What follows belongs to an exercise in optimizing a design on an open flow for small area and a short achievable clock period; a production flow would make more cautious choices. At most, simulation tests tie the RTL to the original design; equivalence was not proved. Power is estimated from default activity; no workload was simulated.

Setup of rev 12:
// CannyEdge
module CannyEdge(dAddrRegRow, dAddrRegCol, bWE, bCE, InData, OutData,
	OPMode, bOPEnable, dReadReg, dWriteReg, clk, rst_b);
clock: 10.0 ns
lec_check: 0
cap_margin: 20
core_margin: 2
core_utilization: 55
cts_buf_list: sky130_fd_sc_hd__clkbuf_8
cts_cluster_diameter: 60
cts_cluster_size: 12
place_density: 0.7
slew_margin: 20
standard.sh (not shown) runs the stock make flow with config.mk's settings and CLKGATE_MAP_FILE= SYNTH_SCRIPT=/design/flow/synth_recipe.tcl, a recipe that flattens the netlist after the stock synthesis.
==> flow/flow/run.sh <==
#!/bin/bash
# Standard layout with two changes:
#  - after the standard synthesis, flow/polarity.py removes inverters between
#    full adders (a full adder is self-dual, so an adder can be implemented in
#    its inverted form); registers and all other cells are untouched;
#  - timing repair aims at a setup slack margin of MARGIN ns, and the port
#    buffers are plain buffers instead of the delay cell buffer_ports picks.
set -euo pipefail
MARGIN=6.5
R=orfs/results/sky130hd/CannyEdge/base
bash standard.sh synth > log_synth.txt 2>&1
cp $R/1_2_yosys.v $R/1_2_yosys_std.v
python3 flow/polarity.py $R/1_2_yosys_std.v $R/1_2_yosys.v > log_polarity.txt 2>&1
rm -f $R/1_synth.odb $R/1_synth.sdc
bash standard.sh SETUP_SLACK_MARGIN=$MARGIN "BUFFER_PORTS_ARGS=-buffer_cell sky130_fd_sc_hd__buf_2" finish > log_finish.txt 2>&1
Other scripts of this flow, unchanged in this note and not shown: flow/flow/polarity.py
Rev 12 closes out successfully: all stages finished, all timing, DRC and antenna checks passed.
The following lists how rev 13 was set up differently from rev 12:
--- a/flow/design.v
+++ b/flow/design.v
@@ -914,27 +914,26 @@
 wire sy_56 = sy_55_x ? sy_53 : sy_51;
 wire sy_57_x = x[1][7] ^ ~x[11][7];
 wire sy_57 = sy_57_x ^ sy_50;
 wire sy_58 = sy_57_x ? sy_50 : x[1][7];
 wire sy_59_x = sy_52 ^ sy_54;
 wire sy_59 = sy_59_x ^ sy_57;
 wire sy_60 = sy_59_x ? sy_57 : sy_52;
 wire [10:0] gy = {1'b1, sy_58, sy_56, sy_48, sy_40, sy_32, sy_24, sy_16, sy_13, sy_5, ~x[12][0]} + {1'b0, sy_60, sy_59, sy_55, sy_47, sy_39, sy_31, sy_23, sy_15, sy_7, sy_1};
 reg [10:0] Gx, Gy;
 wire sx = Gx[10], sy = Gy[10];
 wire [9:0] ga = Gx[9:0] ^ {10{sx}};    
 wire [9:0] gb = Gy[9:0] ^ {10{sy}};    
-wire sm_1_x = ga[0] ^ gb[0];
-wire sm_1 = sm_1_x ^ sx;
-wire sm_2 = sm_1_x ? sx : ga[0];
+wire sm_1 = ~(~ga[0] ^ gb[0] ^ sx);
+wire sm_2 = ~((~ga[0] & ~gb[0]) | (~sx & (~ga[0] | ~gb[0])));
 wire sm_3 = ga[1] ^ gb[1];
 wire sm_4 = ga[1] & gb[1];
 wire sm_5 = ga[2] ^ gb[2];
 wire sm_6 = ga[2] & gb[2];
 wire sm_7 = ga[3] ^ gb[3];
 wire sm_8 = ga[3] & gb[3];
 wire sm_9 = ga[4] ^ gb[4];
 wire sm_10 = ga[4] & gb[4];
 wire sm_11 = ga[5] ^ gb[5];
 wire sm_12 = ga[5] & gb[5];
 wire sm_13 = ga[6] ^ gb[6];
 wire sm_14 = ga[6] & gb[6];
@@ -1088,36 +1087,30 @@
 	2'd1: begin xa = x[1];  xb = x[11]; za = z1[1]; zb = z1[6]; end
 	2'd2: begin xa = x[2];  xb = x[10]; za = z1[2]; zb = z1[5]; end
 	default: begin xa = x[0]; xb = x[12]; za = z1[0]; zb = z1[7]; end
 	endcase
 end
 wire nms_max = x[6] >= xa && x[6] >= xb;
 wire nms_zero = op1 && OPMode == 3'd2 && nms_max;
 wire [3:0] pdz;    
 assign pdz[0] = nms_zero && pd == 2'd0;
 assign pdz[1] = nms_zero && pd == 2'd1;
 assign pdz[2] = nms_zero && pd == 2'd2;
 assign pdz[3] = nms_zero && pd == 2'd3;
-reg [7:0] xrow [0:4];
 reg [7:0] xsel;
-integer k, r;
+integer k;
 always @* begin
-	for (r = 0; r < 5; r = r + 1) begin
-		xrow[r] = 8'd0;
-		for (k = 0; k < 5; k = k + 1)
-			xrow[r] = xrow[r] | ({8{cdec[k]}} & x[r*5+k]);
-	end
 	xsel = 8'd0;
-	for (r = 0; r < 5; r = r + 1)
-		xsel = xsel | ({8{rdec[r]}} & xrow[r]);
+	for (k = 0; k < 25; k = k + 1)
+		xsel = xsel | ({8{sel[k]}} & x[k]);
 end
 wire hi6 = x[6] >= 8'd15;
 wire lo6 = x[6] <= 8'd10;
 wire bt = hi6 || (!lo6 && (xa >= 8'd15 || xb >= 8'd15 || za || zb));
 always @(posedge clk or negedge rst_b) begin
 	if (!rst_b)
 		S <= 2'd0;
 	else if (bCE) begin
 		if (bOPEnable)
 			S <= 2'd0;
 		else case (OPMode)
 			3'd0: if (S[1] == 1'b0) S <= S + 2'd1;
==> comparison <==
Share of final layout cell area taken by non-clock buffers was lower in rev 12 than in rev 13. Looking only at time the final worst path needs with I/O delays and setup, and setting everything else aside, the lower value of rev 12 and rev 13 goes to rev 12. Rev 13 vs rev 12, critical path launch point: x[2][1]$_SDFFCE_PN0P_ vs x[11][6]$_SDFFCE_PN0P_. Rev 13 vs rev 12: register share of the cell area down in rev 13. When rev 13 is measured against rev 12, its final standard cell utilization of the core turns out 0.93 points higher. Compared with rev 12, rev 13 shows combinational power that has gone down by more than a quarter. From rev 12 to rev 13 the numbers moved as follows: area growth from synthesis to layout picked up an extra 2.8 points; number of primary I/O pins ~0 delta; fraction of layout cells with a size suffix above 1 went up; global placement routability congestion +0.038.
Function not checked in rev 13: the RTL went through the layout flow alone.

---

## lane 1
CannyEdge with an RTL version that a note above also has.
Size: about 2200 cells after synthesis, ~38 I/O pins.
// CannyEdge
module CannyEdge(dAddrRegRow, dAddrRegCol, bWE, bCE, InData, OutData,
	OPMode, bOPEnable, dReadReg, dWriteReg, clk, rst_b);
==> flow/config.mk <==
export PLATFORM = sky130hd
export DESIGN_NAME = CannyEdge
export DESIGN_NICKNAME = CannyEdge
export VERILOG_FILES = /design/flow/design.v
export SDC_FILE = /design/flow/constraint.sdc
export NUM_CORES = 4
export LEC_CHECK = 0
export CAP_MARGIN = 20
export CORE_MARGIN = 2
export CORE_UTILIZATION = 55
export CTS_BUF_LIST = sky130_fd_sc_hd__clkbuf_8
export CTS_CLUSTER_DIAMETER = 80
export CTS_CLUSTER_SIZE = 16
export PLACE_DENSITY = 0.7
export SLEW_MARGIN = 20
==> flow/constraint.sdc <==
create_clock -name core_clock -period 10.0 [get_ports {clk}]
set_input_delay 2.0000 -clock core_clock [delete_from_list [all_inputs] [get_ports {clk}]]
set_output_delay 2.0000 -clock core_clock [all_outputs]
set_load 0.01 [all_outputs]
Scripts as last shown in full above: flow/flow/run.sh
Other scripts of this flow, unchanged in this note and not shown: flow/flow/polarity.py
Lane 1: no failed stages, no open violations at the end
diff inputs: lane 1 => lane 2
--- a/flow/design.v
+++ b/flow/design.v
@@ -920,14 +920,15 @@
 wire sy_60 = sy_59_x ? sy_57 : sy_52;
 wire [10:0] gy = {1'b1, sy_58, sy_56, sy_48, sy_40, sy_32, sy_24, sy_16, sy_13, sy_5, ~x[12][0]} + {1'b0, sy_60, sy_59, sy_55, sy_47, sy_39, sy_31, sy_23, sy_15, sy_7, sy_1};
 reg [10:0] Gx, Gy;
 wire sx = Gx[10], sy = Gy[10];
 wire [9:0] ga = Gx[9:0] ^ {10{sx}};    
 wire [9:0] gb = Gy[9:0] ^ {10{sy}};    
-wire sm_1 = ~(~ga[0] ^ gb[0] ^ sx);
-wire sm_2 = ~((~ga[0] & ~gb[0]) | (~sx & (~ga[0] | ~gb[0])));
+wire sm_1_x = ga[0] ^ gb[0];
+wire sm_1 = sm_1_x ^ sx;
+wire sm_2 = sm_1_x ? sx : ga[0];
 wire sm_3 = ga[1] ^ gb[1];
 wire sm_4 = ga[1] & gb[1];
 wire sm_5 = ga[2] ^ gb[2];
 wire sm_6 = ga[2] & gb[2];
 wire sm_7 = ga[3] ^ gb[3];
 wire sm_8 = ga[3] & gb[3];
@@ -1093,18 +1094,24 @@
 wire nms_zero = op1 && OPMode == 3'd2 && nms_max;
 wire [3:0] pdz;    
 assign pdz[0] = nms_zero && pd == 2'd0;
 assign pdz[1] = nms_zero && pd == 2'd1;
 assign pdz[2] = nms_zero && pd == 2'd2;
 assign pdz[3] = nms_zero && pd == 2'd3;
+reg [7:0] xrow [0:4];
 reg [7:0] xsel;
-integer k;
+integer k, r;
 always @* begin
+	for (r = 0; r < 5; r = r + 1) begin
+		xrow[r] = 8'd0;
+		for (k = 0; k < 5; k = k + 1)
+			xrow[r] = xrow[r] | ({8{cdec[k]}} & x[r*5+k]);
+	end
 	xsel = 8'd0;
-	for (k = 0; k < 25; k = k + 1)
-		xsel = xsel | ({8{sel[k]}} & x[k]);
+	for (r = 0; r < 5; r = r + 1)
+		xsel = xsel | ({8{rdec[r]}} & xrow[r]);
 end
 wire hi6 = x[6] >= 8'd15;
 wire lo6 = x[6] <= 8'd10;
 wire bt = hi6 || (!lo6 && (xa >= 8'd15 || xb >= 8'd15 || za || zb));
 always @(posedge clk or negedge rst_b) begin
 	if (!rst_b)
Notes after the runs:
In the metrics for lane 1 and lane 2, the one carrying the lower required time at the worst-slack endpoint is lane 2.
Row number of CTS-inserted buffers: lane 2 higher / lane 1 lower
Compared with lane 1, lane 2 shows a die area that is 1.8% higher.
Summary of lane 2 over lane 1: area of all placed cells without fillers lost 0.39%; die outline height picked up an extra 0.92%; routed length on met2 lost about 11%.
Lane 1 has lower setup slack than lane 2.
Function not checked in lane 1: the RTL went through the layout flow alone.

re-timing with driven ports:
The results above use ideal ports. As a check the final layouts listed here were re-extracted and re-timed, cells and wires unchanged.
Step 1, drivers: a clkbuf_16 drives clk and a buf_2 each remaining input, both assumed.
Step 2 times the ports against the registers' clock, not the clock port: input delays grow and output delays shrink by t, the midpoint of the rising clock arrivals with the driver on.
Slacks: ideal / step 1 / step 2; pairs: ideal / step 1.
run	t, ns	slack for setup (ns)	worst setup path at the end
rev 12	0.667	6.547 / 6.547 / 5.935	input to register
rev 13	0.678	6.507 / 6.507 / 5.914	input to register
lane 1	0.706	6.511 / 6.511 / 5.889	input to register
lane 2	0.695	6.549 / 6.553 / 5.888	input to register
After both steps every run listed still meets setup and hold. The setup slack of lane 2, which loses most, moves by +0.004 ns with the drivers and by -0.661 ns with both steps.
